This is an optimization exercise on Yosys and OpenROAD, whose aim is small area and a short achievable clock period, not a production implementation.
In this exercise RTL edits were held to simulation tests only and were not proved equivalent to the original.

==> run.sh <==
#!/bin/bash
# synth_recipe.tcl (not shown) runs the flow's synth.tcl, then flattens the netlist and writes it again
# the make line also repeats each setting of config.mk as NAME=value (left out here)
make -C /OpenROAD-flow-scripts/flow DESIGN_CONFIG=/design/flow/config.mk WORK_HOME=/design/flow/orfs CLKGATE_MAP_FILE= SYNTH_SCRIPT=/design/flow/synth_recipe.tcl finish
==> constraint.sdc <==
create_clock -name core_clock -period 27.0 [get_ports {clk}]
set_input_delay 5.4000 -clock core_clock [delete_from_list [all_inputs] [get_ports {clk}]]
set_output_delay 5.4000 -clock core_clock [all_outputs]
set_load 0.01 [all_outputs]
==> config.mk <==
export PLATFORM = sky130hd
export DESIGN_NAME = FFT_TOB
export DESIGN_NICKNAME = FFT_TOB
export VERILOG_FILES = /design/flow/design.v
export SDC_FILE = /design/flow/constraint.sdc
export NUM_CORES = 4
export LEC_CHECK = 0
export CAP_MARGIN = 20
export CORE_MARGIN = 2
export CORE_UTILIZATION = 40
export SLEW_MARGIN = 20
==> design.v <==
module rca #(parameter W = 16) (
  input  wire [W-1:0] a,
  input  wire [W-1:0] b,
  input  wire         ci,
  output wire [W-1:0] s
);
  wire [W:0] c;
  assign c[0] = ci;
  genvar i;
  generate
    for (i = 0; i < W; i = i + 1) begin : bit_
      assign s[i]   = a[i] ^ b[i] ^ c[i];
      assign c[i+1] = (a[i] & b[i]) | (a[i] & c[i]) | (b[i] & c[i]);
    end
  endgenerate
endmodule
module tw_csa (
  input  wire [16:0] u,
  input  wire [17:0] v,
  input  wire        rm,
  input  wire [26:0] cst,
  output wire [15:0] z
);
  wire n1 = (u[16] & rm) ^ u[15];
  wire n2 = (u[16] & rm) & u[15];
  wire n3 = ~(u[5] & rm) ^ u[4];
  wire n4 = ~(u[5] & rm) & u[4];
  wire n5 = ~(u[6] & rm) ^ u[5] ^ ~(u[3] & rm);
  wire n6 = (~(u[6] & rm) & u[5]) | (~(u[6] & rm) & ~(u[3] & rm)) | (u[5] & ~(u[3] & rm));
  wire n7 = ~u[1] ^ v[4];
  wire n8 = ~u[1] & v[4];
  wire n9 = ~(u[7] & rm) ^ u[6] ^ ~(u[4] & rm);
  wire n10 = (~(u[7] & rm) & u[6]) | (~(u[7] & rm) & ~(u[4] & rm)) | (u[6] & ~(u[4] & rm));
  wire n11 = ~u[2] ^ v[5];
  wire n12 = ~u[2] & v[5];
  wire n13 = ~(u[8] & rm) ^ u[7] ^ ~(u[5] & rm);
  wire n14 = (~(u[8] & rm) & u[7]) | (~(u[8] & rm) & ~(u[5] & rm)) | (u[7] & ~(u[5] & rm));
  wire n15 = ~u[3] ^ v[6] ^ ~v[2];
  wire n16 = (~u[3] & v[6]) | (~u[3] & ~v[2]) | (v[6] & ~v[2]);
  wire n17 = ~(u[9] & rm) ^ u[8] ^ ~(u[6] & rm);
  wire n18 = (~(u[9] & rm) & u[8]) | (~(u[9] & rm) & ~(u[6] & rm)) | (u[8] & ~(u[6] & rm));
  wire n19 = ~u[4] ^ u[0] ^ v[7];
  wire n20 = (~u[4] & u[0]) | (~u[4] & v[7]) | (u[0] & v[7]);
  wire n21 = ~v[3] ^ (v[1] & rm);
  wire n22 = ~v[3] & (v[1] & rm);
  wire n23 = ~(u[10] & rm) ^ u[9] ^ ~(u[7] & rm);
  wire n24 = (~(u[10] & rm) & u[9]) | (~(u[10] & rm) & ~(u[7] & rm)) | (u[9] & ~(u[7] & rm));
  wire n25 = ~u[5] ^ u[1] ^ v[8];
  wire n26 = (~u[5] & u[1]) | (~u[5] & v[8]) | (u[1] & v[8]);
  wire n27 = ~v[4] ^ (v[2] & rm) ^ cst[12];
  wire n28 = (~v[4] & (v[2] & rm)) | (~v[4] & cst[12]) | ((v[2] & rm) & cst[12]);
  wire n29 = ~(u[11] & rm) ^ u[10] ^ ~(u[8] & rm);
  wire n30 = (~(u[11] & rm) & u[10]) | (~(u[11] & rm) & ~(u[8] & rm)) | (u[10] & ~(u[8] & rm));
  wire n31 = ~u[6] ^ u[2] ^ v[9];
  wire n32 = (~u[6] & u[2]) | (~u[6] & v[9]) | (u[2] & v[9]);
  wire n33 = ~v[5] ^ (v[3] & rm) ^ cst[13];
  wire n34 = (~v[5] & (v[3] & rm)) | (~v[5] & cst[13]) | ((v[3] & rm) & cst[13]);
  wire n35 = ~(u[12] & rm) ^ u[11] ^ ~(u[9] & rm);
  wire n36 = (~(u[12] & rm) & u[11]) | (~(u[12] & rm) & ~(u[9] & rm)) | (u[11] & ~(u[9] & rm));
  wire n37 = ~u[7] ^ u[3] ^ v[10];
  wire n38 = (~u[7] & u[3]) | (~u[7] & v[10]) | (u[3] & v[10]);
  wire n39 = ~v[6] ^ (v[4] & rm) ^ cst[14];
  wire n40 = (~v[6] & (v[4] & rm)) | (~v[6] & cst[14]) | ((v[4] & rm) & cst[14]);
  wire n41 = ~(u[13] & rm) ^ u[12] ^ ~(u[10] & rm);
  wire n42 = (~(u[13] & rm) & u[12]) | (~(u[13] & rm) & ~(u[10] & rm)) | (u[12] & ~(u[10] & rm));
  wire n43 = ~u[8] ^ u[4] ^ v[11];
  wire n44 = (~u[8] & u[4]) | (~u[8] & v[11]) | (u[4] & v[11]);
  wire n45 = ~v[7] ^ (v[5] & rm) ^ cst[15];
  wire n46 = (~v[7] & (v[5] & rm)) | (~v[7] & cst[15]) | ((v[5] & rm) & cst[15]);
  wire n47 = ~(u[14] & rm) ^ u[13] ^ ~(u[11] & rm);
  wire n48 = (~(u[14] & rm) & u[13]) | (~(u[14] & rm) & ~(u[11] & rm)) | (u[13] & ~(u[11] & rm));
  wire n49 = ~u[9] ^ u[5] ^ v[12];
  wire n50 = (~u[9] & u[5]) | (~u[9] & v[12]) | (u[5] & v[12]);
  wire n51 = ~v[8] ^ (v[6] & rm) ^ cst[16];
  wire n52 = (~v[8] & (v[6] & rm)) | (~v[8] & cst[16]) | ((v[6] & rm) & cst[16]);
  wire n53 = ~(u[15] & rm) ^ u[14] ^ ~(u[12] & rm);
  wire n54 = (~(u[15] & rm) & u[14]) | (~(u[15] & rm) & ~(u[12] & rm)) | (u[14] & ~(u[12] & rm));
  wire n55 = ~u[10] ^ u[6] ^ v[13];
  wire n56 = (~u[10] & u[6]) | (~u[10] & v[13]) | (u[6] & v[13]);
  wire n57 = ~v[9] ^ (v[7] & rm) ^ cst[17];
  wire n58 = (~v[9] & (v[7] & rm)) | (~v[9] & cst[17]) | ((v[7] & rm) & cst[17]);
  wire n59 = ~(u[13] & rm) ^ ~u[11] ^ u[7];
  wire n60 = (~(u[13] & rm) & ~u[11]) | (~(u[13] & rm) & u[7]) | (~u[11] & u[7]);
  wire n61 = v[14] ^ ~v[10] ^ (v[8] & rm);
  wire n62 = (v[14] & ~v[10]) | (v[14] & (v[8] & rm)) | (~v[10] & (v[8] & rm));
  wire n63 = cst[18] ^ 1'b1 ^ n1;
  wire n64 = (cst[18] & 1'b1) | (cst[18] & n1) | (1'b1 & n1);
  wire n65 = ~u[16] ^ ~(u[14] & rm) ^ ~u[12];
  wire n66 = (~u[16] & ~(u[14] & rm)) | (~u[16] & ~u[12]) | (~(u[14] & rm) & ~u[12]);
  wire n67 = u[8] ^ v[15] ^ ~v[11];
  wire n68 = (u[8] & v[15]) | (u[8] & ~v[11]) | (v[15] & ~v[11]);
  wire n69 = (v[9] & rm) ^ cst[19] ^ n2;
  wire n70 = ((v[9] & rm) & cst[19]) | ((v[9] & rm) & n2) | (cst[19] & n2);
  wire n71 = ~(u[15] & rm) ^ ~u[13] ^ u[9];
  wire n72 = (~(u[15] & rm) & ~u[13]) | (~(u[15] & rm) & u[9]) | (~u[13] & u[9]);
  wire n73 = v[16] ^ ~v[12] ^ (v[10] & rm);
  wire n74 = (v[16] & ~v[12]) | (v[16] & (v[10] & rm)) | (~v[12] & (v[10] & rm));
  wire n75 = cst[20] ^ 1'b1;
  wire n76 = cst[20] & 1'b1;
  wire n77 = (u[16] & rm) ^ ~u[14] ^ u[10];
  wire n78 = ((u[16] & rm) & ~u[14]) | ((u[16] & rm) & u[10]) | (~u[14] & u[10]);
  wire n79 = ~v[17] ^ ~v[13] ^ (v[11] & rm);
  wire n80 = (~v[17] & ~v[13]) | (~v[17] & (v[11] & rm)) | (~v[13] & (v[11] & rm));
  wire n81 = cst[21] ^ 1'b1;
  wire n82 = cst[21] & 1'b1;
  wire n83 = ~u[15] ^ u[11] ^ ~v[14];
  wire n84 = (~u[15] & u[11]) | (~u[15] & ~v[14]) | (u[11] & ~v[14]);
  wire n85 = ~(u[3] & rm) ^ u[2] ^ ~(u[0] & rm);
  wire n86 = (~(u[3] & rm) & u[2]) | (~(u[3] & rm) & ~(u[0] & rm)) | (u[2] & ~(u[0] & rm));
  wire n87 = ~(u[4] & rm) ^ u[3] ^ ~(u[1] & rm);
  wire n88 = (~(u[4] & rm) & u[3]) | (~(u[4] & rm) & ~(u[1] & rm)) | (u[3] & ~(u[1] & rm));
  wire n89 = ~(u[2] & rm) ^ ~u[0] ^ v[3];
  wire n90 = (~(u[2] & rm) & ~u[0]) | (~(u[2] & rm) & v[3]) | (~u[0] & v[3]);
  wire n91 = cst[7] ^ 1'b1;
  wire n92 = cst[7] & 1'b1;
  wire n93 = ~v[0] ^ cst[8] ^ 1'b1;
  wire n94 = (~v[0] & cst[8]) | (~v[0] & 1'b1) | (cst[8] & 1'b1);
  wire n95 = n4 ^ n5 ^ n7;
  wire n96 = (n4 & n5) | (n4 & n7) | (n5 & n7);
  wire n97 = ~v[1] ^ cst[9] ^ n6;
  wire n98 = (~v[1] & cst[9]) | (~v[1] & n6) | (cst[9] & n6);
  wire n99 = n8 ^ n9 ^ n11;
  wire n100 = (n8 & n9) | (n8 & n11) | (n9 & n11);
  wire n101 = (v[0] & rm) ^ cst[10] ^ n10;
  wire n102 = ((v[0] & rm) & cst[10]) | ((v[0] & rm) & n10) | (cst[10] & n10);
  wire n103 = n12 ^ n13 ^ n15;
  wire n104 = (n12 & n13) | (n12 & n15) | (n13 & n15);
  wire n105 = cst[11] ^ n14 ^ n16;
  wire n106 = (cst[11] & n14) | (cst[11] & n16) | (n14 & n16);
  wire n107 = n17 ^ n19 ^ n21;
  wire n108 = (n17 & n19) | (n17 & n21) | (n19 & n21);
  wire n109 = n18 ^ n20 ^ n22;
  wire n110 = (n18 & n20) | (n18 & n22) | (n20 & n22);
  wire n111 = n23 ^ n25 ^ n27;
  wire n112 = (n23 & n25) | (n23 & n27) | (n25 & n27);
  wire n113 = n24 ^ n26 ^ n28;
  wire n114 = (n24 & n26) | (n24 & n28) | (n26 & n28);
  wire n115 = n29 ^ n31 ^ n33;
  wire n116 = (n29 & n31) | (n29 & n33) | (n31 & n33);
  wire n117 = n30 ^ n32 ^ n34;
  wire n118 = (n30 & n32) | (n30 & n34) | (n32 & n34);
  wire n119 = n35 ^ n37 ^ n39;
  wire n120 = (n35 & n37) | (n35 & n39) | (n37 & n39);
  wire n121 = n36 ^ n38 ^ n40;
  wire n122 = (n36 & n38) | (n36 & n40) | (n38 & n40);
  wire n123 = n41 ^ n43 ^ n45;
  wire n124 = (n41 & n43) | (n41 & n45) | (n43 & n45);
  wire n125 = n42 ^ n44 ^ n46;
  wire n126 = (n42 & n44) | (n42 & n46) | (n44 & n46);
  wire n127 = n47 ^ n49 ^ n51;
  wire n128 = (n47 & n49) | (n47 & n51) | (n49 & n51);
  wire n129 = n48 ^ n50 ^ n52;
  wire n130 = (n48 & n50) | (n48 & n52) | (n50 & n52);
  wire n131 = n53 ^ n55 ^ n57;
  wire n132 = (n53 & n55) | (n53 & n57) | (n55 & n57);
  wire n133 = n54 ^ n56 ^ n58;
  wire n134 = (n54 & n56) | (n54 & n58) | (n56 & n58);
  wire n135 = n59 ^ n61 ^ n63;
  wire n136 = (n59 & n61) | (n59 & n63) | (n61 & n63);
  wire n137 = n60 ^ n62 ^ n64;
  wire n138 = (n60 & n62) | (n60 & n64) | (n62 & n64);
  wire n139 = n65 ^ n67 ^ n69;
  wire n140 = (n65 & n67) | (n65 & n69) | (n67 & n69);
  wire n141 = n66 ^ n68 ^ n70;
  wire n142 = (n66 & n68) | (n66 & n70) | (n68 & n70);
  wire n143 = n71 ^ n73 ^ n75;
  wire n144 = (n71 & n73) | (n71 & n75) | (n73 & n75);
  wire n145 = n72 ^ n74 ^ n76;
  wire n146 = (n72 & n74) | (n72 & n76) | (n74 & n76);
  wire n147 = n77 ^ n79 ^ n81;
  wire n148 = (n77 & n79) | (n77 & n81) | (n79 & n81);
  wire n149 = (v[12] & rm) ^ cst[22] ^ n78;
  wire n150 = ((v[12] & rm) & cst[22]) | ((v[12] & rm) & n78) | (cst[22] & n78);
  wire n151 = n80 ^ n82 ^ n83;
  wire n152 = (n80 & n82) | (n80 & n83) | (n82 & n83);
  wire n153 = u[16] ^ u[12] ^ ~v[15];
  wire n154 = (u[16] & u[12]) | (u[16] & ~v[15]) | (u[12] & ~v[15]);
  wire n155 = (v[13] & rm) ^ cst[23] ^ n84;
  wire n156 = ((v[13] & rm) & cst[23]) | ((v[13] & rm) & n84) | (cst[23] & n84);
  wire n157 = u[13] ^ ~v[16] ^ (v[14] & rm);
  wire n158 = (u[13] & ~v[16]) | (u[13] & (v[14] & rm)) | (~v[16] & (v[14] & rm));
  wire n159 = cst[24] ^ 1'b1;
  wire n160 = cst[24] & 1'b1;
  wire n161 = u[14] ^ v[17] ^ (v[15] & rm);
  wire n162 = (u[14] & v[17]) | (u[14] & (v[15] & rm)) | (v[17] & (v[15] & rm));
  wire n163 = u[15] ^ (v[16] & rm);
  wire n164 = u[15] & (v[16] & rm);
  wire n165 = ~(u[2] & rm) ^ u[1];
  wire n166 = ~(u[2] & rm) & u[1];
  wire n167 = v[1] ^ cst[5] ^ 1'b1;
  wire n168 = (v[1] & cst[5]) | (v[1] & 1'b1) | (cst[5] & 1'b1);
  wire n169 = v[2] ^ cst[6] ^ n86;
  wire n170 = (v[2] & cst[6]) | (v[2] & n86) | (cst[6] & n86);
  wire n171 = n3 ^ n88 ^ n89;
  wire n172 = (n3 & n88) | (n3 & n89) | (n88 & n89);
  wire n173 = n90 ^ n92 ^ n93;
  wire n174 = (n90 & n92) | (n90 & n93) | (n92 & n93);
  wire n175 = n94 ^ n96 ^ n97;
  wire n176 = (n94 & n96) | (n94 & n97) | (n96 & n97);
  wire n177 = n98 ^ n100 ^ n101;
  wire n178 = (n98 & n100) | (n98 & n101) | (n100 & n101);
  wire n179 = n102 ^ n104 ^ n105;
  wire n180 = (n102 & n104) | (n102 & n105) | (n104 & n105);
  wire n181 = n106 ^ n108 ^ n109;
  wire n182 = (n106 & n108) | (n106 & n109) | (n108 & n109);
  wire n183 = n110 ^ n112 ^ n113;
  wire n184 = (n110 & n112) | (n110 & n113) | (n112 & n113);
  wire n185 = n114 ^ n116 ^ n117;
  wire n186 = (n114 & n116) | (n114 & n117) | (n116 & n117);
  wire n187 = n118 ^ n120 ^ n121;
  wire n188 = (n118 & n120) | (n118 & n121) | (n120 & n121);
  wire n189 = n122 ^ n124 ^ n125;
  wire n190 = (n122 & n124) | (n122 & n125) | (n124 & n125);
  wire n191 = n126 ^ n128 ^ n129;
  wire n192 = (n126 & n128) | (n126 & n129) | (n128 & n129);
  wire n193 = n130 ^ n132 ^ n133;
  wire n194 = (n130 & n132) | (n130 & n133) | (n132 & n133);
  wire n195 = n134 ^ n136 ^ n137;
  wire n196 = (n134 & n136) | (n134 & n137) | (n136 & n137);
  wire n197 = n138 ^ n140 ^ n141;
  wire n198 = (n138 & n140) | (n138 & n141) | (n140 & n141);
  wire n199 = n142 ^ n144 ^ n145;
  wire n200 = (n142 & n144) | (n142 & n145) | (n144 & n145);
  wire n201 = n146 ^ n148 ^ n149;
  wire n202 = (n146 & n148) | (n146 & n149) | (n148 & n149);
  wire n203 = n150 ^ n152 ^ n153;
  wire n204 = (n150 & n152) | (n150 & n153) | (n152 & n153);
  wire n205 = n154 ^ n156 ^ n157;
  wire n206 = (n154 & n156) | (n154 & n157) | (n156 & n157);
  wire n207 = cst[25] ^ n158 ^ n160;
  wire n208 = (cst[25] & n158) | (cst[25] & n160) | (n158 & n160);
  wire n209 = cst[26] ^ 1'b1 ^ n162;
  wire n210 = (cst[26] & 1'b1) | (cst[26] & n162) | (1'b1 & n162);
  wire n211 = ~(u[0] & rm) ^ cst[2];
  wire n212 = ~(u[0] & rm) & cst[2];
  wire n213 = ~(u[1] & rm) ^ u[0] ^ cst[3];
  wire n214 = (~(u[1] & rm) & u[0]) | (~(u[1] & rm) & cst[3]) | (u[0] & cst[3]);
  wire n215 = v[0] ^ cst[4] ^ n165;
  wire n216 = (v[0] & cst[4]) | (v[0] & n165) | (cst[4] & n165);
  wire n217 = n85 ^ n166 ^ n167;
  wire n218 = (n85 & n166) | (n85 & n167) | (n166 & n167);
  wire n219 = n87 ^ n168 ^ n169;
  wire n220 = (n87 & n168) | (n87 & n169) | (n168 & n169);
  wire n221 = n91 ^ n170 ^ n171;
  wire n222 = (n91 & n170) | (n91 & n171) | (n170 & n171);
  wire n223 = n95 ^ n172 ^ n173;
  wire n224 = (n95 & n172) | (n95 & n173) | (n172 & n173);
  wire n225 = n99 ^ n174 ^ n175;
  wire n226 = (n99 & n174) | (n99 & n175) | (n174 & n175);
  wire n227 = n103 ^ n176 ^ n177;
  wire n228 = (n103 & n176) | (n103 & n177) | (n176 & n177);
  wire n229 = n107 ^ n178 ^ n179;
  wire n230 = (n107 & n178) | (n107 & n179) | (n178 & n179);
  wire n231 = n111 ^ n180 ^ n181;
  wire n232 = (n111 & n180) | (n111 & n181) | (n180 & n181);
  wire n233 = n115 ^ n182 ^ n183;
  wire n234 = (n115 & n182) | (n115 & n183) | (n182 & n183);
  wire n235 = n119 ^ n184 ^ n185;
  wire n236 = (n119 & n184) | (n119 & n185) | (n184 & n185);
  wire n237 = n123 ^ n186 ^ n187;
  wire n238 = (n123 & n186) | (n123 & n187) | (n186 & n187);
  wire n239 = n127 ^ n188 ^ n189;
  wire n240 = (n127 & n188) | (n127 & n189) | (n188 & n189);
  wire n241 = n131 ^ n190 ^ n191;
  wire n242 = (n131 & n190) | (n131 & n191) | (n190 & n191);
  wire n243 = n135 ^ n192 ^ n193;
  wire n244 = (n135 & n192) | (n135 & n193) | (n192 & n193);
  wire n245 = n139 ^ n194 ^ n195;
  wire n246 = (n139 & n194) | (n139 & n195) | (n194 & n195);
  wire n247 = n143 ^ n196 ^ n197;
  wire n248 = (n143 & n196) | (n143 & n197) | (n196 & n197);
  wire n249 = n147 ^ n198 ^ n199;
  wire n250 = (n147 & n198) | (n147 & n199) | (n198 & n199);
  wire n251 = n151 ^ n200 ^ n201;
  wire n252 = (n151 & n200) | (n151 & n201) | (n200 & n201);
  wire n253 = n155 ^ n202 ^ n203;
  wire n254 = (n155 & n202) | (n155 & n203) | (n202 & n203);
  wire n255 = n159 ^ n204 ^ n205;
  wire n256 = (n159 & n204) | (n159 & n205) | (n204 & n205);
  wire n257 = n161 ^ n206 ^ n207;
  wire n258 = (n161 & n206) | (n161 & n207) | (n206 & n207);
  wire n259 = n163 ^ n208 ^ n209;
  wire n260 = (n163 & n208) | (n163 & n209) | (n208 & n209);
  wire n261 = 1'b1 ^ n211;
  wire n262 = 1'b1 & n211;
  wire n263 = n212 ^ n213 ^ n262;
  wire n264 = (n212 & n213) | (n212 & n262) | (n213 & n262);
  wire n265 = n214 ^ n215 ^ n264;
  wire n266 = (n214 & n215) | (n214 & n264) | (n215 & n264);
  wire n267 = n216 ^ n217 ^ n266;
  wire n268 = (n216 & n217) | (n216 & n266) | (n217 & n266);
  wire n269 = n218 ^ n219 ^ n268;
  wire n270 = (n218 & n219) | (n218 & n268) | (n219 & n268);
  wire n271 = n220 ^ n221 ^ n270;
  wire n272 = (n220 & n221) | (n220 & n270) | (n221 & n270);
  wire n273 = n222 ^ n223 ^ n272;
  wire n274 = (n222 & n223) | (n222 & n272) | (n223 & n272);
  wire n275 = n224 ^ n225 ^ n274;
  wire n276 = (n224 & n225) | (n224 & n274) | (n225 & n274);
  wire n277 = n226 ^ n227 ^ n276;
  wire n278 = (n226 & n227) | (n226 & n276) | (n227 & n276);
  wire n279 = n228 ^ n229 ^ n278;
  wire n280 = (n228 & n229) | (n228 & n278) | (n229 & n278);
  wire n281 = n230 ^ n231 ^ n280;
  wire n282 = (n230 & n231) | (n230 & n280) | (n231 & n280);
  wire n283 = n232 ^ n233 ^ n282;
  wire n284 = (n232 & n233) | (n232 & n282) | (n233 & n282);
  wire n285 = n234 ^ n235 ^ n284;
  wire n286 = (n234 & n235) | (n234 & n284) | (n235 & n284);
  wire n287 = n236 ^ n237 ^ n286;
  wire n288 = (n236 & n237) | (n236 & n286) | (n237 & n286);
  wire n289 = n238 ^ n239 ^ n288;
  wire n290 = (n238 & n239) | (n238 & n288) | (n239 & n288);
  wire n291 = n240 ^ n241 ^ n290;
  wire n292 = (n240 & n241) | (n240 & n290) | (n241 & n290);
  wire n293 = n242 ^ n243 ^ n292;
  wire n294 = (n242 & n243) | (n242 & n292) | (n243 & n292);
  wire n295 = n244 ^ n245 ^ n294;
  wire n296 = (n244 & n245) | (n244 & n294) | (n245 & n294);
  wire n297 = n246 ^ n247 ^ n296;
  wire n298 = (n246 & n247) | (n246 & n296) | (n247 & n296);
  wire n299 = n248 ^ n249 ^ n298;
  wire n300 = (n248 & n249) | (n248 & n298) | (n249 & n298);
  wire n301 = n250 ^ n251 ^ n300;
  wire n302 = (n250 & n251) | (n250 & n300) | (n251 & n300);
  wire n303 = n252 ^ n253 ^ n302;
  wire n304 = (n252 & n253) | (n252 & n302) | (n253 & n302);
  wire n305 = n254 ^ n255 ^ n304;
  wire n306 = (n254 & n255) | (n254 & n304) | (n255 & n304);
  wire n307 = n256 ^ n257 ^ n306;
  wire n308 = (n256 & n257) | (n256 & n306) | (n257 & n306);
  wire n309 = n258 ^ n259 ^ n308;
  wire n310 = (n258 & n259) | (n258 & n308) | (n259 & n308);
  assign z = {n309, n307, n305, n303, n301, n299, n297, n295, n293, n291, n289, n287, n285, n283, n281, n279};
endmodule
module tw_prep (
  input  wire [15:0] ar, ai,
  input  wire        w1, w3, w9, w2, w6,
  output wire [16:0] y0, y1,
  output wire        od_p, od_n, os_p, os_n
);
  wire [16:0] xr = {ar[15], ar}, xi = {ai[15], ai};
  wire [16:0] ts, g;
  rca #(17) u_ts (.a(xr), .b(xi), .ci(1'b0), .s(ts));    
  rca #(17) u_g  (.a(xi), .b(~xr), .ci(1'b0), .s(g));    
  assign od_p = g[16] & ~g[15];     
  assign od_n = ~g[16] & g[15];     
  assign os_p = ~ts[16] & ts[15];   
  assign os_n = ts[16] & ~ts[15];   
  assign y0 = w3 ? xi : w9 ? ~xr : w2 ? ts : w6 ? g : xr;
  assign y1 = w3 ? xr : w9 ? ~xi : w2 ? g : w6 ? ~ts : xi;
endmodule
module tw_mul (
  input  wire [16:0] y0, y1,
  input  wire        w1, w3, w9, w2, w6,
  input  wire        od_p, od_n, os_p, os_n,
  output wire [15:0] zr, zi
);
  wire rm = w1 | w3 | w9;
  wire [26:0] kr = w9 ? 27'd2676 : w6 ? 27'd1448 : 27'd0;
  wire [26:0] ki = w1 ? 27'd784 : (w3 | w9) ? 27'd1892 : (w2 | w6) ? 27'd1448 : 27'd0;
  wire [26:0] br = w1 ? 27'd1892 : w3 ? 27'd784 : w9 ? -27'd1892 : w2 ? 27'd1448 : w6 ? -27'd1448 : 27'd0;
  wire [26:0] bi = w1 ? -27'd784 : w3 ? -27'd1892 : w9 ? 27'd784 : (w2 | w6) ? -27'd1448 : 27'd0;
  wire [26:0] cr = kr + (od_p ? -(br << 16) : od_n ? (br << 16) : 27'd0);
  wire [26:0] ci = ki + (os_p ? -(bi << 16) : os_n ? (bi << 16) : 27'd0);
  wire [16:0] ui = y1 ^ {17{w3}};
  wire [16:0] vi = y0 ^ {17{~w3}};
  tw_csa u_re (.u(y0), .v(rm ? {y1[16], y1} : {y0, 1'b0}), .rm(rm), .cst(cr), .z(zr));
  tw_csa u_im (.u(ui), .v(rm ? {vi[16], vi} : {y1, 1'b0}), .rm(rm), .cst(ci), .z(zi));
endmodule
module FFT_TOB (
  input  wire signed [15:0] Input_re,
  input  wire signed [15:0] Input_Im,
  input  wire               cordic_Valid,
  input  wire               clk,
  input  wire               rst,
  output wire signed [15:0] Output_FFT_Re,
  output wire signed [15:0] Output_FFT_Im,
  output wire               Data_Valid
);
  reg [3:0] p;
  reg       dv;
  always @(posedge clk or negedge rst)
    if (!rst) begin
      p  <= 4'd0;
      dv <= 1'b0;
    end else begin
      if (cordic_Valid) p <= p + 4'd1;
      if (p == 4'd14)   dv <= 1'b1;
    end
  assign Data_Valid = dv;
  wire p3 = p[3], p2 = p[2], p1 = p[1], p0 = p[0];
  wire first = (p == 4'd0);
  wire last  = (p == 4'd15);
  reg [127:0] d1r, d1i;    
  reg [63:0]  d2r, d2i;    
  reg [31:0]  d3r, d3i;    
  reg [15:0]  d4r, d4i;    
  reg [15:0]  zr, zi;      
  reg [16:0]  y0, y1;      
  reg         yw1, yw3, yw9, yw2, yw6, yw4, yodp, yodn, yosp, yosn;
  reg [15:0]  ar, ai;      
  reg [15:0]  br, bi;      
  wire [15:0] xr = Input_re, xi = Input_Im;
  wire [15:0] r1r = d1r[127:112], r1i = d1i[127:112];
  wire [15:0] r2r = d2r[63:48],   r2i = d2i[63:48];
  wire [15:0] r3r = d3r[31:16],   r3i = d3i[31:16];
  wire [15:0] r4r = d4r,          r4i = d4i;
  wire [15:0] a1r, a1i, b1r, b1i;
  rca u_a1r (.a(r1r), .b(xr),  .ci(1'b0), .s(a1r));
  rca u_a1i (.a(r1i), .b(xi),  .ci(1'b0), .s(a1i));
  rca u_b1r (.a(r1r), .b(~xr), .ci(1'b1), .s(b1r));
  rca u_b1i (.a(r1i), .b(~xi), .ci(1'b1), .s(b1i));
  wire [15:0] s1r = p3 ? a1r : r1r;
  wire [15:0] s1i = p3 ? a1i : r1i;
  wire [15:0] w1r = p3 ? b1r : xr;
  wire [15:0] w1i = p3 ? b1i : xi;
  wire c2 = ~p3 & p2;
  wire [15:0] b2r, b2i, a2r, a2i;
  rca u_b2r (.a(r2r), .b(~(c2 ? r1i : s1r)),      .ci(1'b1), .s(b2r));
  rca u_b2i (.a(r2i), .b(c2 ? r1r : ~s1i),        .ci(~c2),  .s(b2i));
  wire [15:0] w2r = p2 ? b2r : s1r;
  wire [15:0] w2i = p2 ? b2i : s1i;
  rca u_a2r (.a(r2r), .b(s1r), .ci(1'b0), .s(a2r));
  rca u_a2i (.a(r2i), .b(s1i), .ci(1'b0), .s(a2i));
  wire [3:0]  q   = p + 4'd2;
  wire [15:0] t2r = d2r[31:16], t2i = d2i[31:16];
  wire [15:0] t1r = d1r[95:80], t1i = d1i[95:80];
  wire        qsw = ~q[3] & q[2];
  wire [15:0] yr, yi;
  rca u_yr (.a(t2r), .b(qsw ? t1i : 16'd0),  .ci(1'b0), .s(yr));
  rca u_yi (.a(t2i), .b(qsw ? ~t1r : 16'd0), .ci(qsw), .s(yi));
  wire qw1 = (q == 4'd5);
  wire qw3 = (q == 4'd7) | (q == 4'd9);
  wire qw9 = (q == 4'd11);
  wire qw2 = (q == 4'd1) | (q == 4'd6);
  wire qw6 = (q == 4'd3) | (q == 4'd10);
  wire qw4 = (q == 4'd2);
  wire [16:0] py0, py1;
  wire        podp, podn, posp, posn;
  tw_prep u_prep (.ar(yr), .ai(yi), .w1(qw1), .w3(qw3), .w9(qw9), .w2(qw2), .w6(qw6),
                  .y0(py0), .y1(py1), .od_p(podp), .od_n(podn), .os_p(posp), .os_n(posn));
  wire [15:0] er, ei;
  tw_mul u_mul (.y0(y0), .y1(y1), .w1(yw1), .w3(yw3), .w9(yw9), .w2(yw2), .w6(yw6),
                .od_p(yodp), .od_n(yodn), .os_p(yosp), .os_n(yosn), .zr(er), .zi(ei));
  wire ymul = yw1 | yw3 | yw9 | yw2 | yw6;
  wire [15:0] ny0;
  rca u_ny0 (.a(~y0[15:0]), .b(16'd0), .ci(1'b1), .s(ny0));
  wire        x3  = p3 & p2;
  wire [15:0] mr  = x3 ? a2r : zr;
  wire [15:0] mi  = x3 ? a2i : zi;
  wire [15:0] b3r, b3i;
  rca u_b3r (.a(r3r), .b(~mr), .ci(1'b1), .s(b3r));
  rca u_b3i (.a(r3i), .b(~mi), .ci(1'b1), .s(b3i));
  wire [15:0] w3r = p1 ? b3r : mr;
  wire [15:0] w3i = p1 ? b3i : mi;
  wire c5 = p0 & ~p1;
  wire [15:0] s3or, s3oi, sumr, sumi, a8r, a8i;
  out_add u_or (.acc(first ? 16'd0 : ar), .x(xr), .r4(r4r), .r3(r3r), .r3s(r3i), .z(zr),
                .p1(p1), .p0(p0), .c5(c5), .neg(1'b0), .last(last),
                .sum(sumr), .s3(s3or), .y(Output_FFT_Re));
  out_add u_oi (.acc(first ? 16'd0 : ai), .x(xi), .r4(r4i), .r3(r3i), .r3s(r3r), .z(zi),
                .p1(p1), .p0(p0), .c5(c5), .neg(1'b1), .last(last),
                .sum(sumi), .s3(s3oi), .y(Output_FFT_Im));
  wire [15:0] i4r = c5 ? r3i : s3or;
  wire [15:0] b4r, b4i;
  rca u_b4r (.a(r4r), .b(~i4r), .ci(1'b1), .s(b4r));
  rca u_b4i (.a(r4i), .b(c5 ? r3r : ~s3oi), .ci(~c5), .s(b4i));
  rca u_a8r (.a(first ? 16'd0 : br), .b(xr ^ {16{p0}}), .ci(p0), .s(a8r));
  rca u_a8i (.a(first ? 16'd0 : bi), .b(xi ^ {16{p0}}), .ci(p0), .s(a8i));
  wire [15:0] w4r = last ? a8r : p0 ? b4r : s3or;
  wire [15:0] w4i = last ? a8i : p0 ? b4i : s3oi;
  always @(posedge clk) begin
    d1r <= {d1r[111:0], w1r};  d1i <= {d1i[111:0], w1i};
    d2r <= {d2r[47:0],  w2r};  d2i <= {d2i[47:0],  w2i};
    d3r <= {d3r[15:0],  w3r};  d3i <= {d3i[15:0],  w3i};
    d4r <= w4r;                d4i <= w4i;
    y0  <= py0;                y1  <= py1;
    yw1 <= qw1; yw3 <= qw3; yw9 <= qw9; yw2 <= qw2; yw6 <= qw6; yw4 <= qw4;
    yodp <= podp; yodn <= podn; yosp <= posp; yosn <= posn;
    zr  <= ymul ? er : yw4 ? y1[15:0] : y0[15:0];
    zi  <= ymul ? ei : yw4 ? ny0 : y1[15:0];
    ar  <= sumr;               ai  <= sumi;
    br  <= a8r;                bi  <= a8i;
  end
endmodule
module out_add (
  input  wire [15:0] acc, x, r4, r3, r3s, z,
  input  wire        p1, p0, c5, neg, last,
  output wire [15:0] sum,
  output wire [15:0] s3,
  output wire [15:0] y
);
  assign sum = acc + x;
  assign s3  = p1 ? r3 + z : r3;
  wire [15:0] o4 = ~p0 ? r4 : ~c5 ? r4 + s3 : neg ? r4 - r3s : r4 + r3s;
  assign y = last ? sum : o4;
endmodule
==> key figures, run 1 <==
Outcome
  • Status: no timing/DRC/antenna violations

Final layout
  • Most common cell after layout, fill and taps aside: dfxtp_1
  • Post-layout instance area: 42,850 µm²
  • Fillers: 9,062
  • Area delta synth->final: 11.74%
  • Total Nets Final: 4,475
  • Area of the multi-input gates: approximately 23,000 µm²
  • Final cell count without fillers: 5,097
  • Most frequent cells in the layout: 618 x dfxtp_1, 508 x inv_1, 501 x fa_1, 285 x nand2_1, 251 x nor2_1
  • Fin util: 0.4510
  • Layout cells sized above 1: 0.06789
  • Register Area: 12,550 µm²

Clocking
  • CTS clock-pin slew for the worst setup and hold paths: roughly 0.060 ns
  • CTS sink cnt: ~630
  • Setup Fix Bufs, Post-CTS: 0
  • # hold bufs at CTS: 0
  • # resized after CTS: 0
  • Clock Tree Root: clkbuf_16
  • Maximum clock insertion buffer count: 3
  • H-tree depth: 3
  • TritonCTS clock tree: yes
  • CTS buffer count: 66
  • Clock latency (worst-skew pair): 0.64 ns

Floorplanning
  • Die extent in x: 313.6 µm
  • Die Area: 98,370 µm²
  • Die Ht: 313.6 µm
  • Core ar.: approximately 95,000 µm²
  • Initial Util: 0.4036
  • Row Count: ~110
  • IO Pins: 68

Worst setup path
  • Critical Path AT: 9.22 ns
  • Cells on worst reg2reg path: 39
  • CP endpoint kind: primary output
  • Req. time, crit path: 21.60 ns
  • Critical-path cell list: clkdlybuf4s50_1 > ha_1 > a21o_1 > a21oi_1 > o21a_1 > o21ai_0 > a41o_1 > o221a_2 > and4_1 > o41ai_1 > a21o_1 > a31oi_1 > nand2_1 > clkdlybuf4s50_1
  • Worst setup SP type: input port
  • Reg-to-reg critical path startpoint: yw3
  • Flop-to-flop setup slack: roughly 15 ns
  • Slowest-stage cell, CP: clkdlybuf4s50_1
  • Slowest cell delay on critical path: approximately 0.65 ns
  • R2r endpoint: zi[15]
  • Setup Crit Path Kind: input port to primary output
  • Worst Path Max Fanout: 6

Detailed routing
  • ANT nets after route: 0
  • # DRC: 0
  • Final WL: roughly 100 mm
  • Pre-Repair DR Iteration Count: 5
  • DRT iter0 DRCs: around 1,800
  • Vias per cell: 5.048
  • Via count: 25,730
  • Routed wire per std cell: slightly above 20 µm

Yosys
  • Yosys reg bits: between 600 and 700
  • Synth top area cells: dfxtp_1 32%, fa_1 26%, ha_1 5.2%
  • Commonest register cell after synthesis: dfxtp_1
  • Post-synthesis cell count: about 3,700
  • YS warnings: 1
  • Post-synthesis sequential area ratio: 0.3269
  • FFs w/ async S/R, synth: 0.008000
  • Syn avg cell area: approximately 10 µm²
  • Number of synthesized flops with an enable pin: 0
  • Top-area cell type share of the netlist area: 0.3236
  • Post-synthesis cell type count: 89
  • Synthesized cell area: 38,350 µm²
  • Post-synth top area cell: dfxtp_1

Timing
  • Tightest Pin Transition: 1.109 ns
  • Fin. max-slew vios: 0
  • Minimum clock period after layout: 14.62 ns
  • Clock Skews: about 0.056 ns
  • Final WS setup: 12.38 ns
  • Slew HR: 0.2606
  • Endpoints failing hold: 0
  • Final worst-path cycle share: 0.5414
  • Endpoints failing setup: 0
  • RSZ-0062 raised after global routing: no
  • Highest clock rate: 68.41 MHz
  • Setup TNS: 0 ns

Global routing
  • Grt total ovfl: 0
  • Global router's overall resource usage: 0.2125
  • First-pass GRT wire length: about 160 mm
  • Vias in the first global route: roughly 26,000
  • Largest net degree at the start of global routing: 77
  • Initial antenna violation count: 4

Placed design
  • Post-place setup slack: 12.42 ns
  • Dpl cells: 4,976
  • Area after DPL: 40,390 µm²
  • DPL Wire Length: ~81 mm
  • Number of I/O port buffers: 67
  • RePlAce Congestion: 0.9047

Worst hold path
  • Worst Hold Path EP: d2i[18]
  • Hold Path Origin: d2i[2]
  • Hold crit path type: register to register
  • Hold path cells: 0

Run
  • Max Cap Violations: 0
-- worst max-delay path: cells and delay by family --
kind / cells / cell delay (ns)
AND/OR/NAND/NOR: 2 / 0.33
adder cells (fa/ha/maj): 1 / 0.30
buffers and inverters: 2 / 1.19
AO/OA/AOI/OAI: 9 / 2.00
-- how the worst max path moves through the flow --
| stage | slack, ns | start | depth (start not counted) | end |
|---|---|---|---|---|
| 3_3_place_gp | 12.45 | Input_Im[1] | 14 | Output_FFT_Im[15] |
| 5_1_grt | 11.97 | Input_Im[0] | 16 | Output_FFT_Im[14] |
| 6_report | 12.38 | Input_Im[1] | 14 | Output_FFT_Im[15] |
| 2_1_floorplan | 13.85 | Input_Im[1] | 12 | Output_FFT_Im[15] |
| 3_5_place_dp | 12.42 | Input_Im[1] | 14 | Output_FFT_Im[15] |
| 4_1_cts | 12.39 | Input_Im[1] | 14 | Output_FFT_Im[15] |
-- final cells by class --
| class | count | share of cell area |
|---|---|---|
| Clock buffer | 81 | 0.04196 |
| Clock inverter | 38 | 0.01545 |
| Sequential cell | 625 | 0.2929 |
| Multi-Input combinational cell | 2462 | 0.5444 |
| Tap cell | 1265 | 0.03694 |
| Inverter | 513 | 0.04494 |
| Antenna cell | 2 | 0.0001168 |
| Timing Repair Buffer | 111 | 0.02336 |
-- kinds of logic (layout without fill, tap and decap cells) --
group,count (synthesis),after routing,share of synthesized area
AOI/OAI and AO/OA,649,649,0.1038
xor gates and xnor gates,199,199,0.04545
buffers and inverters,661,743,0.06535
muxes,206,206,0.05615
other,0,2,0
DFF,625,625,0.3269
and+or+nand+nor,737,737,0.08584
adders and majority gates,671,671,0.3165
-- Yosys cell counts (9+ instances only) --
master     instances
dfxtp_1          620
mux2_2            55
nand2_1          288
nor2b_1           13
o211ai_1          22
xor2_1            66
a31oi_1           18
nor3_1            20
inv_1            509
fa_1             501
buf_1             18
clkbuf_1         125
and3_1            17
a2111oi_0         26
xnor2_1          133
and2_1            47
nor2_1           251
a221oi_1          17
ha_1             160
a21oi_1          217
a21o_1            43
nand2b_1          34
or3_1              9
o21ai_0          196
nand3_1           21
o21a_1            12
mux2i_1          148
a211oi_1          11
-- stage by stage --
step | hold slack (ns)
floorplan | 0.3096
global placement | 0.3099
finish | 0.2934
global route | 0.3004
CTS | 0.2883
detailed placement | 0.3121
-- per-layer routing --
metal,vias up,global-route usage,part of all wire
li1,12190,-,-
met1,12840,0.2986,0.46
met2,585,0.3462,0.47
met3,118,0.02949,0.048
met4,0,0.05318,0.023
met5,-,0,0
-- registers in the layout (all words and copies together) (netlist names), 17 cells and up --
register and cells:
d1i 128, d1r 128, d2i 64, d2r 64, d3i 32, d3r 32
y0 17, y1 17
==> inputs of run 2 (changes only) <==
--- a/config.mk
+++ b/config.mk
@@ -9,3 +9,4 @@
 export CORE_MARGIN = 2
 export CORE_UTILIZATION = 40
 export SLEW_MARGIN = 20
+export SYNTH_HIERARCHICAL = 1
==> run 2 against run 1 <==
- sequential cell count did not move
- die area rose by 7.6%
- via count rose by 4.5%
- critical endpoint unchanged
- first-iteration DRC count fell by 11%
- critical path type unchanged
- largest cell class unchanged
==> key figures, run 2 <==
Final layout
  • Fin util: 0.4467 (was 0.4510)
  • Biggest regs: d1i: 128 flops, d1r: 128 flops (unchanged)
  • Area delta synth->final: 10.38% (was 11.74%)
  • Final cell count without fillers: 5,444 (was 5,097)
  • Fillers: 9,635 (was 9,062)
  • Layout cells sized above 1: 0.09053 (was 0.06789)
  • Register Area: 12,550 µm² (about the same)
  • Antenna fix cells: 0 (was 2)
  • Most common cell after layout, fill and taps aside: dfxtp_1 (unchanged)
  • Total Nets Final: 4,731 (was 4,475)
  • Area of the multi-input gates: 25,860 µm² (was 23,330 µm²)
  • Most frequent cells in the layout: 620 x dfxtp_1, 564 x inv_1, 549 x fa_1, 356 x nand2_1, 236 x o21ai_0 (was 618 x dfxtp_1, 508 x inv_1, 501 x fa_1, 285 x nand2_1, 251 x nor2_1)

Worst setup path
  • R2r endpoint: zr[15] (was zi[15])
  • Slowest-stage cell, CP: a2111oi_0 (was clkdlybuf4s50_1)
  • Critical-path cell list: clkdlybuf4s50_1 > ha_1 > a21o_1 > a21o_1 > a2111oi_0 > o31ai_1 > o211a_1 > nand4_1 > nand3b_1 > a21oi_1 > xnor2_1 > a22oi_1 > nand2_1 > clkdlybuf4s50_1 (was clkdlybuf4s50_1 > ha_1 > a21o_1 > a21oi_1 > o21a_1 > o21ai_0 > a41o_1 > o221a_2 > and4_1 > o41ai_1 > a21o_1 > a31oi_1 > nand2_1 > clkdlybuf4s50_1)
  • Worst Setup SP: Input_Im[1] (unchanged)
  • CP endpoint kind: primary output (unchanged)
  • Req. time, crit path: 21.60 ns (about the same)
  • Worst setup SP type: input port (unchanged)
  • Flop-to-flop setup slack: 15.02 ns (was 14.94 ns)
  • Setup Crit Path Kind: input port to primary output (unchanged)
  • Reg-to-reg critical path startpoint: yw3 (unchanged)
  • Critical Path AT: 9.16 ns (was 9.22 ns)
  • Worst Setup EP: Output_FFT_Im[15] (unchanged)
  • CP delay by family, top: compound AO/OA/AOI/OAI gates (unchanged)
  • Worst Path Max Fanout: 5 (was 6)
  • Crit path depth: 14 (unchanged)
  • Slowest cell delay on critical path: 0.65 ns (about the same)
  • Cells on worst reg2reg path: 35 (was 39)
  • Crit path buf inv count: 2 (unchanged)

Detailed routing
  • Final WL: 101.7 mm (was 102.5 mm)
  • Vias per cell: 4.941 (was 5.048)
  • DRT iter0 DRCs: 1,643 (was 1,847)
  • Via count: 26,900 (was 25,730)
  • Routed wire per std cell: 18.68 µm (was 20.10 µm)
  • Pre-Repair DR Iteration Count: 5 (unchanged)
  • ANT nets after route: 0 (unchanged)
  • # DRC: 0 (unchanged)

Clocking
  • CTS buffer count: 68 (was 66)
  • # resized after CTS: 0 (unchanged)
  • H-tree depth: 3 (unchanged)
  • Maximum clock insertion buffer count: 3 (unchanged)
  • Clock latency (worst-skew pair): 0.62 ns (was 0.64 ns)
  • # hold bufs at CTS: 0 (unchanged)
  • TritonCTS clock tree: yes (unchanged)
  • CTS sink cnt: 625 (unchanged)
  • Setup Fix Bufs, Post-CTS: 0 (unchanged)
  • Clock Tree Root: clkbuf_16 (unchanged)
  • CTS clock-pin slew for the worst setup and hold paths: 0.06 ns (about the same)

Global routing
  • Largest net degree at the start of global routing: 80 (was 77)
  • Initial antenna violation count: 5 (was 4)
  • First-pass GRT wire length: 159.8 mm (was 157.8 mm)
  • Global router's overall resource usage: 0.1958 (was 0.2125)
  • Most used routing layer: met2 (unchanged)
  • Global routing met3 resource utilization: 0.03079 (was 0.02949)
  • Vias in the first global route: 27,170 (was 26,070)
  • Met2 Resource Use GR: 0.3113 (was 0.3462)
  • Grt total ovfl: 0 (unchanged)
  • Met1 Use GR: 0.2709 (was 0.2986)

Timing
  • Tightest Pin Transition: 0.9591 ns (was 1.109 ns)
  • Endpoints failing setup: 0 (unchanged)
  • Setup TNS: 0 ns (unchanged)
  • Fin. max-slew vios: 0 (unchanged)
  • Minimum clock period after layout: 14.56 ns (was 14.62 ns)
  • Endpoints failing hold: 0 (unchanged)
  • RSZ-0062 raised after global routing: no (unchanged)
  • Clock Skews: 0.02718 ns (was 0.05570 ns)
  • Highest clock rate: 68.70 MHz (was 68.41 MHz)
  • Slew HR: 0.3553 (was 0.2606)
  • Final WS setup: 12.44 ns (was 12.38 ns)
  • Hold WS: 0.3102 ns (was 0.2934 ns)
  • Final worst-path cycle share: 0.5391 (was 0.5414)

Yosys
  • Post-synth top area cell: dfxtp_1 (unchanged)
  • Post-synthesis cell count: 3,992 (was 3,748)
  • Post-synthesis cell type count: 91 (was 89)
  • Yosys reg bits: 625 (unchanged)
  • Count leader, synth: dfxtp_1 (unchanged)
  • Post-synthesis sequential area ratio: 0.3036 (was 0.3269)
  • FFs w/ async S/R, synth: 0.008000 (unchanged)
  • Number of synthesized flops with an enable pin: 0 (unchanged)
  • Top-area cell type share of the netlist area: 0.3006 (was 0.3236)
  • Synth top area cells: dfxtp_1 30%, fa_1 27%, inv_1 5.1% (was dfxtp_1 32%, fa_1 26%, ha_1 5.2%)
  • Syn avg cell area: 10.34 µm² (was 10.23 µm²)
  • YS warnings: 7 (was 1)
  • Commonest cells post-synth: 620 x dfxtp_1, 565 x inv_1, 549 x fa_1, 357 x nand2_1, 236 x o21ai_0 (was 620 x dfxtp_1, 509 x inv_1, 501 x fa_1, 288 x nand2_1, 251 x nor2_1)
  • Commonest register cell after synthesis: dfxtp_1 (unchanged)
  • Synthesized cell area: 41,290 µm² (was 38,350 µm²)

Placed design
  • RePlAce Congestion: 0.9069 (was 0.9047)
  • Post-place setup slack: 12.45 ns (was 12.42 ns)
  • Dpl cells: 5,323 (was 4,976)
  • DPL Wire Length: 82.38 mm (was 81.50 mm)
  • Number of I/O port buffers: 67 (unchanged)

Floorplanning
  • IO Pins: 68 (unchanged)
  • Die Ht: 325.3 µm (was 313.6 µm)
  • Die extent in x: 325.3 µm (was 313.6 µm)
  • Core ar.: 102,000 µm² (was 95,010 µm²)
  • Die Area: 105,800 µm² (was 98,370 µm²)
  • Initial Util: 0.4047 (was 0.4036)
  • Row Count: 117 (was 113)

Outcome
  • Status: no timing/DRC/antenna violations (unchanged)

Run
  • Max Cap Violations: 0 (unchanged)

Worst hold path
  • Hold crit path type: register to register (unchanged)
-- run 2: cell count changes after synthesis, moves of 49 or more --
| cell | before | now |
|---|---|---|
| nand2_1 | 288 | 357 |
| inv_1 | 509 | 565 |
| a21oi_1 | 217 | 154 |
| mux2_2 | 55 | 104 |
| nor2b_1 | 13 | 80 |
| nor2_1 | 251 | 144 |
-- run 2: how the worst min path moves through the flow --
stage | startpoint | end | slack [ns] | cells past startpoint
after floorplan | d1i[96] | d1i[112] | 0.31 | 0
after global placement | d1i[100] | d1i[116] | 0.31 | 0
after detailed placement | d1r[54] | d1r[70] | 0.31 | 0
after CTS | d1r[102] | d1r[118] | 0.31 | 0
after global routing | d1r[102] | d1r[118] | 0.31 | 0
final | d1r[102] | d1r[118] | 0.31 | 0
-- run 2: metal layers --
metal  wire length (µm)  part of all wire  vias up
met1              46590              0.46    13250
met4               3576             0.035        0
met2              46700              0.46      572
met5                  0                 0        -
li1                   -                 -    12930
met3               4850             0.048      151
-- run 2: per-stage QoR --
step / instance area, µm²
2_1_floorplan: 41450
3_5_place_dp: 43200
3_3_place_gp: 43200
4_1_cts: 45580
6_report: 45580
5_1_grt: 45580
-- run 2: per-module statistics from Yosys (local to each module, per instance), a selection --
module / area [µm²] / cells inside / times used / flip-flops and latches
out_add: 3437 / 492 / 2 / 0
rca: 342.8 / 21 / 17 / 0
tw_mul: 1304 / 214 / 1 / 0
FFT_TOB: 17820 / 1404 / 1 / 625
tw_csa: 3725 / 378 / 2 / 0
tw_prep: 1291 / 233 / 1 / 0
-- run 2: cells by family after synthesis --
group	synth area share
AO/OA/AOI/OAI	0.09347
XOR/XNOR	0.04869
adder cells (fa/ha/maj)	0.3031
buffers and inverters	0.07538
flip-flops	0.3036
multiplexers	0.07490
other	0.0003635
AND/OR/NAND/NOR	0.1005
-- run 2: final cells by class --
class / instances / area share
clock buffers: 87 / 0.04153
multi-input cells: 2656 / 0.5673
repair buffers: 103 / 0.02064
well taps: 1368 / 0.03755
inverters: 571 / 0.04702
clock inverters: 34 / 0.01062
flip-flops and latches: 625 / 0.2753
-- run 2: worst reg2reg max path, delay by kind of cell, from the launching register on --
| family | cells | cell delay [ns] |
|---|---|---|
| AOI/OAI and AO/OA | 3 | 0.42 |
| xor gates and xnor gates | 3 | 0.43 |
| adders and majority gates | 19 | 8.15 |
| buffers and inverters | 6 | 1.86 |
| DFF | 1 | 0.31 |
| muxes | 1 | 0.27 |
| and+or+nand+nor | 3 | 0.44 |
==> inputs of run 3 (changes only) <==
==> flow/run.sh (new file) <==
#!/bin/bash
cp standard.sh standard_sh_copy.log
echo "export SETUP_SLACK_MARGIN = 13.3" >> config.mk
bash standard.sh > standard.log 2>&1
==> standard.sh (new file) <==
#!/bin/bash
# synth_recipe.tcl (not shown) runs the flow's synth.tcl, then flattens the netlist and writes it again
# the make line also repeats each setting of config.mk as NAME=value (left out here)
make -C /OpenROAD-flow-scripts/flow DESIGN_CONFIG=/design/flow/config.mk WORK_HOME=/design/flow/orfs CLKGATE_MAP_FILE= SYNTH_SCRIPT=/design/flow/synth_recipe.tcl "${@:-finish}"
--- a/config.mk
+++ b/config.mk
@@ -9,4 +9,4 @@
 export CORE_MARGIN = 2
 export CORE_UTILIZATION = 40
 export SLEW_MARGIN = 20
-export SYNTH_HIERARCHICAL = 1
+export SETUP_SLACK_MARGIN = 13.3
removed: run.sh
==> run 3 against run 2 <==
- critical path depth is 2 lower
- global-route usage is 1.7 points higher
- core utilization is 0.66 points higher
- final cell count is 6.1% lower
- via count is 3.6% lower
- sequential cell count stayed put
- sequential share of layout area is 1.6 points higher
- critical path type unchanged
- hold slack worse by 0.018 ns
- first-iteration DRC count is 12% higher
- critical endpoint unchanged
- synthesized cell count is 6.1% lower
==> key figures, run 3 <==
Worst setup path
  • Slowest cell delay on critical path: 0.67 ns (was 0.65 ns)
  • Flop-to-flop setup slack: 14.95 ns (was 15.02 ns)
  • Slowest-stage cell, CP: clkdlybuf4s50_1 (was a2111oi_0)
  • Worst setup SP type: input port (unchanged)
  • CP endpoint kind: primary output (unchanged)
  • Critical Path AT: 8.27 ns (was 9.16 ns)
  • Critical-path cell list: clkdlybuf4s50_1 > ha_1 > nand3_1 > nand2_1 > a41o_1 > o221a_2 > and4_1 > o41ai_2 > nand3_1 > a31oi_1 > nand2_1 > dlygate4sd2_1 (was clkdlybuf4s50_1 > ha_1 > a21o_1 > a21o_1 > a2111oi_0 > o31ai_1 > o211a_1 > nand4_1 > nand3b_1 > a21oi_1 > xnor2_1 > a22oi_1 > nand2_1 > clkdlybuf4s50_1)
  • Setup Crit Path Kind: input port to primary output (unchanged)
  • Req. time, crit path: 21.60 ns (about the same)
  • Worst Path Max Fanout: 5 (unchanged)

Timing
  • Final WS setup: 13.33 ns (was 12.44 ns)
  • Final worst-path cycle share: 0.5063 (was 0.5391)
  • Endpoints failing hold: 0 (unchanged)
  • Setup TNS: 0 ns (unchanged)
  • Minimum clock period after layout: 13.67 ns (was 14.56 ns)
  • Hold WS: 0.2920 ns (was 0.3102 ns)
  • Highest clock rate: 73.15 MHz (was 68.70 MHz)
  • Fin. max-slew vios: 0 (unchanged)
  • RSZ-0062 raised after global routing: yes (was no)
  • Endpoints failing setup: 0 (unchanged)
  • Slew HR: 0.2585 (was 0.3553)
  • Tightest Pin Transition: 1.112 ns (was 0.9591 ns)
  • Clock Skews: 0.05762 ns (was 0.02718 ns)

Clocking
  • CTS clock-pin slew for the worst setup and hold paths: 0.06 ns (about the same)
  • Maximum clock insertion buffer count: 3 (unchanged)
  • Clock latency (worst-skew pair): 0.64 ns (was 0.62 ns)
  • # hold bufs at CTS: 0 (unchanged)
  • TritonCTS clock tree: yes (unchanged)
  • Clock Tree Root: clkbuf_16 (unchanged)
  • CTS sink cnt: 625 (unchanged)
  • H-tree depth: 3 (unchanged)
  • CTS buffer count: 66 (was 68)

Yosys
  • Synth Area in XOR/XNOR: 0.04545 (was 0.04869)
  • Top-area cell type share of the netlist area: 0.3236 (was 0.3006)
  • Synth Area in Adders: 0.3165 (was 0.3031)
  • Post-synthesis cell type count: 89 (was 91)
  • Post-synthesis cell count: 3,748 (was 3,992)
  • Largest family of logic cells by synthesized area: adder cells (unchanged)
  • Commonest cells post-synth: 620 x dfxtp_1, 509 x inv_1, 501 x fa_1, 288 x nand2_1, 251 x nor2_1 (was 620 x dfxtp_1, 565 x inv_1, 549 x fa_1, 357 x nand2_1, 236 x o21ai_0)
  • Synthesized cell area: 38,350 µm² (was 41,290 µm²)
  • Count leader, synth: dfxtp_1 (unchanged)
  • Complex-gate fraction of the synthesized area: 0.1038 (was 0.09347)
  • Synth Area in Simple Gates: 0.08584 (was 0.1005)
  • Post-synthesis sequential area ratio: 0.3269 (was 0.3036)
  • Post-synth top area cell: dfxtp_1 (unchanged)
  • Commonest register cell after synthesis: dfxtp_1 (unchanged)
  • YS warnings: 1 (was 7)
  • Synth top area cells: dfxtp_1 32%, fa_1 26%, ha_1 5.2% (was dfxtp_1 30%, fa_1 27%, inv_1 5.1%)
  • FFs w/ async S/R, synth: 0.008000 (unchanged)
  • Syn avg cell area: 10.23 µm² (was 10.34 µm²)
  • Yosys reg bits: 625 (unchanged)
  • Multiplexer share of the synthesized area: 0.05615 (was 0.07490)
  • Number of synthesized flops with an enable pin: 0 (unchanged)

Global routing
  • Largest net degree at the start of global routing: 77 (was 80)
  • First-pass GRT wire length: 158.3 mm (was 159.8 mm)
  • Grt total ovfl: 0 (unchanged)
  • Global router's overall resource usage: 0.2130 (was 0.1958)
  • Initial antenna violation count: 3 (was 5)
  • Vias in the first global route: 26,150 (was 27,170)

Detailed routing
  • Metal2 WL: 48.41 mm (was 46.70 mm)
  • ANT nets after route: 0 (unchanged)
  • Met3 wire len: 4.849 mm (was 4.850 mm)
  • Vias per cell: 5.074 (was 4.941)
  • Pre-Repair DR Iteration Count: 6 (was 5)
  • Via count: 25,930 (was 26,900)
  • DRT iter0 DRCs: 1,841 (was 1,643)
  • Max Used Layer: met4 (unchanged)
  • Final WL: 102.8 mm (was 101.7 mm)
  • Routed wire per std cell: 20.12 µm (was 18.68 µm)
  • # DRC: 0 (unchanged)
  • M1 WL: 47.13 mm (was 46.59 mm)

Final layout
  • Most common cell after layout, fill and taps aside: dfxtp_1 (unchanged)
  • Area of the multi-input gates: 23,460 µm² (was 25,860 µm²)
  • Total Nets Final: 4,489 (was 4,731)
  • Fillers: 9,043 (was 9,635)
  • Fin util: 0.4534 (was 0.4467)
  • Most frequent cells in the layout: 618 x dfxtp_1, 508 x inv_1, 500 x fa_1, 285 x nand2_1, 250 x nor2_1 (was 620 x dfxtp_1, 564 x inv_1, 549 x fa_1, 356 x nand2_1, 236 x o21ai_0)
  • Register Area: 12,550 µm² (about the same)
  • Biggest regs: d1i: 128 flops, d1r: 128 flops (unchanged)
  • Layout cells sized above 1: 0.07908 (was 0.09053)
  • Area delta synth->final: 12.32% (was 10.38%)

Outcome
  • Status: no timing/DRC/antenna violations (unchanged)

Floorplanning
  • Die Ht: 313.6 µm (was 325.3 µm)
  • Core ar.: 95,010 µm² (was 102,000 µm²)
  • IO Pins: 68 (unchanged)
  • Die extent in x: 313.6 µm (was 325.3 µm)
  • Die Area: 98,370 µm² (was 105,800 µm²)
  • Initial Util: 0.4036 (was 0.4047)
  • Row Count: 113 (was 117)

Worst hold path
  • Hold crit path type: register to register (unchanged)

Placed design
  • Number of I/O port buffers: 67 (unchanged)
  • Post-place setup slack: 12.42 ns (was 12.45 ns)
  • DPL Wire Length: 81.50 mm (was 82.38 mm)
  • RePlAce Congestion: 0.9047 (was 0.9069)

Run
  • Max Cap Violations: 0 (unchanged)
[run 3: cell count changes in the layout (fill, tap and decap cells not counted), moves of 54 or more]
| cell | previous run | this run |
|---|---|---|
| nor2b_1 | 79 | 13 |
| inv_1 | 564 | 508 |
| a21oi_1 | 154 | 208 |
| nand2_1 | 356 | 285 |
| nor2_1 | 143 | 250 |
[run 3: layout make-up]
type,instances,area share
inverters,513,0.04470
diodes,1,0.00005810
flip-flops and latches,625,0.2913
multi-input cells,2462,0.5447
clock inverters,38,0.01537
well taps,1265,0.03675
repair buffers,125,0.02536
clock buffers,81,0.04174
[run 3: through the flow]
stage / std cells / area (µm²)
floorplan: 3748 / 38350
global placement: 4976 / 40390
detailed placement: 4976 / 40390
CTS: 5106 / 42960
global route: 5109 / 43070
finish: 5110 / 43070
[run 3: per-layer routing]
metal  GRT usage  up-vias
met5           0        -
met1      0.3004    12970
met4     0.05318        0
met2      0.3472      625
met3     0.02764      118
li1            -    12220
[run 3: worst max-delay path: cells and delay by family]
kind            cells  cell delay (ns)
buf+inv             2             0.97
compound gates      4             0.96
simple gates        5             0.59
fa+ha+maj           1             0.36
[run 3: repair_timing]
action / in CTS / in global routing
buffers inserted: 11 / 3
pin swaps: 10 / 8
setup endpoints to repair: 19 / 13
gates resized for setup: 55 / 31
gates cloned: 0 / 0
[run 3: worst paths after layout]
kind | start | endpoint | cells past startpoint
setup / recovery | Input_Im[7] | Output_FFT_Im[15] | 12
hold / removal | d2i[2] | d2i[18] | 0
setup reg to reg | yw3 | zi[15] | 39
hold reg to reg | d2i[2] | d2i[18] | 0
max in group asynchronous | rst | p[0] | 1
min in group asynchronous | rst | p[3] | 1
[run 3: cells by family after synthesis]
family                   Yosys count
AO/OA/AOI/OAI                    649
XOR/XNOR                         199
adder cells (fa/ha/maj)          671
buffers and inverters            661
flip-flops                       625
multiplexers                     206
AND/OR/NAND/NOR                  737

what the ideal ports hide:
The results above use ideal ports. As a check the final layouts listed here were re-extracted and re-timed, cells and wires unchanged. Step 1 (the two cells are an assumption about what drives the block):
set clk [get_ports {clk}]
set_driving_cell -lib_cell sky130_fd_sc_hd__clkbuf_16 $clk
set_driving_cell -lib_cell sky130_fd_sc_hd__buf_2 [delete_from_list [all_inputs] $clk]
Step 2, shift: input delay + t, output delay - t, t = (earliest + latest rising clock arrival at the registers) / 2. This alone moves slack from input paths to output paths. Three values: ideal ports, drivers, drivers and shift; two values: the first two.
| run | shift t [ns] | slack for setup (ns) | worst register clock-pin slew, ns |
|---|---|---|---|
| run 1 | 0.674 | 12.382 / 12.339 / 12.339 | 0.07 / 0.07 |
| run 2 | 0.674 | 12.444 / 12.419 / 12.419 | 0.07 / 0.07 |
| run 3 | 0.673 | 13.329 / 13.308 / 13.304 | 0.07 / 0.07 |
After both steps every run listed still meets setup and hold. For run 1, which loses most, drivers alone change the setup slack by -0.043 ns; drivers and shift together by -0.043 ns.
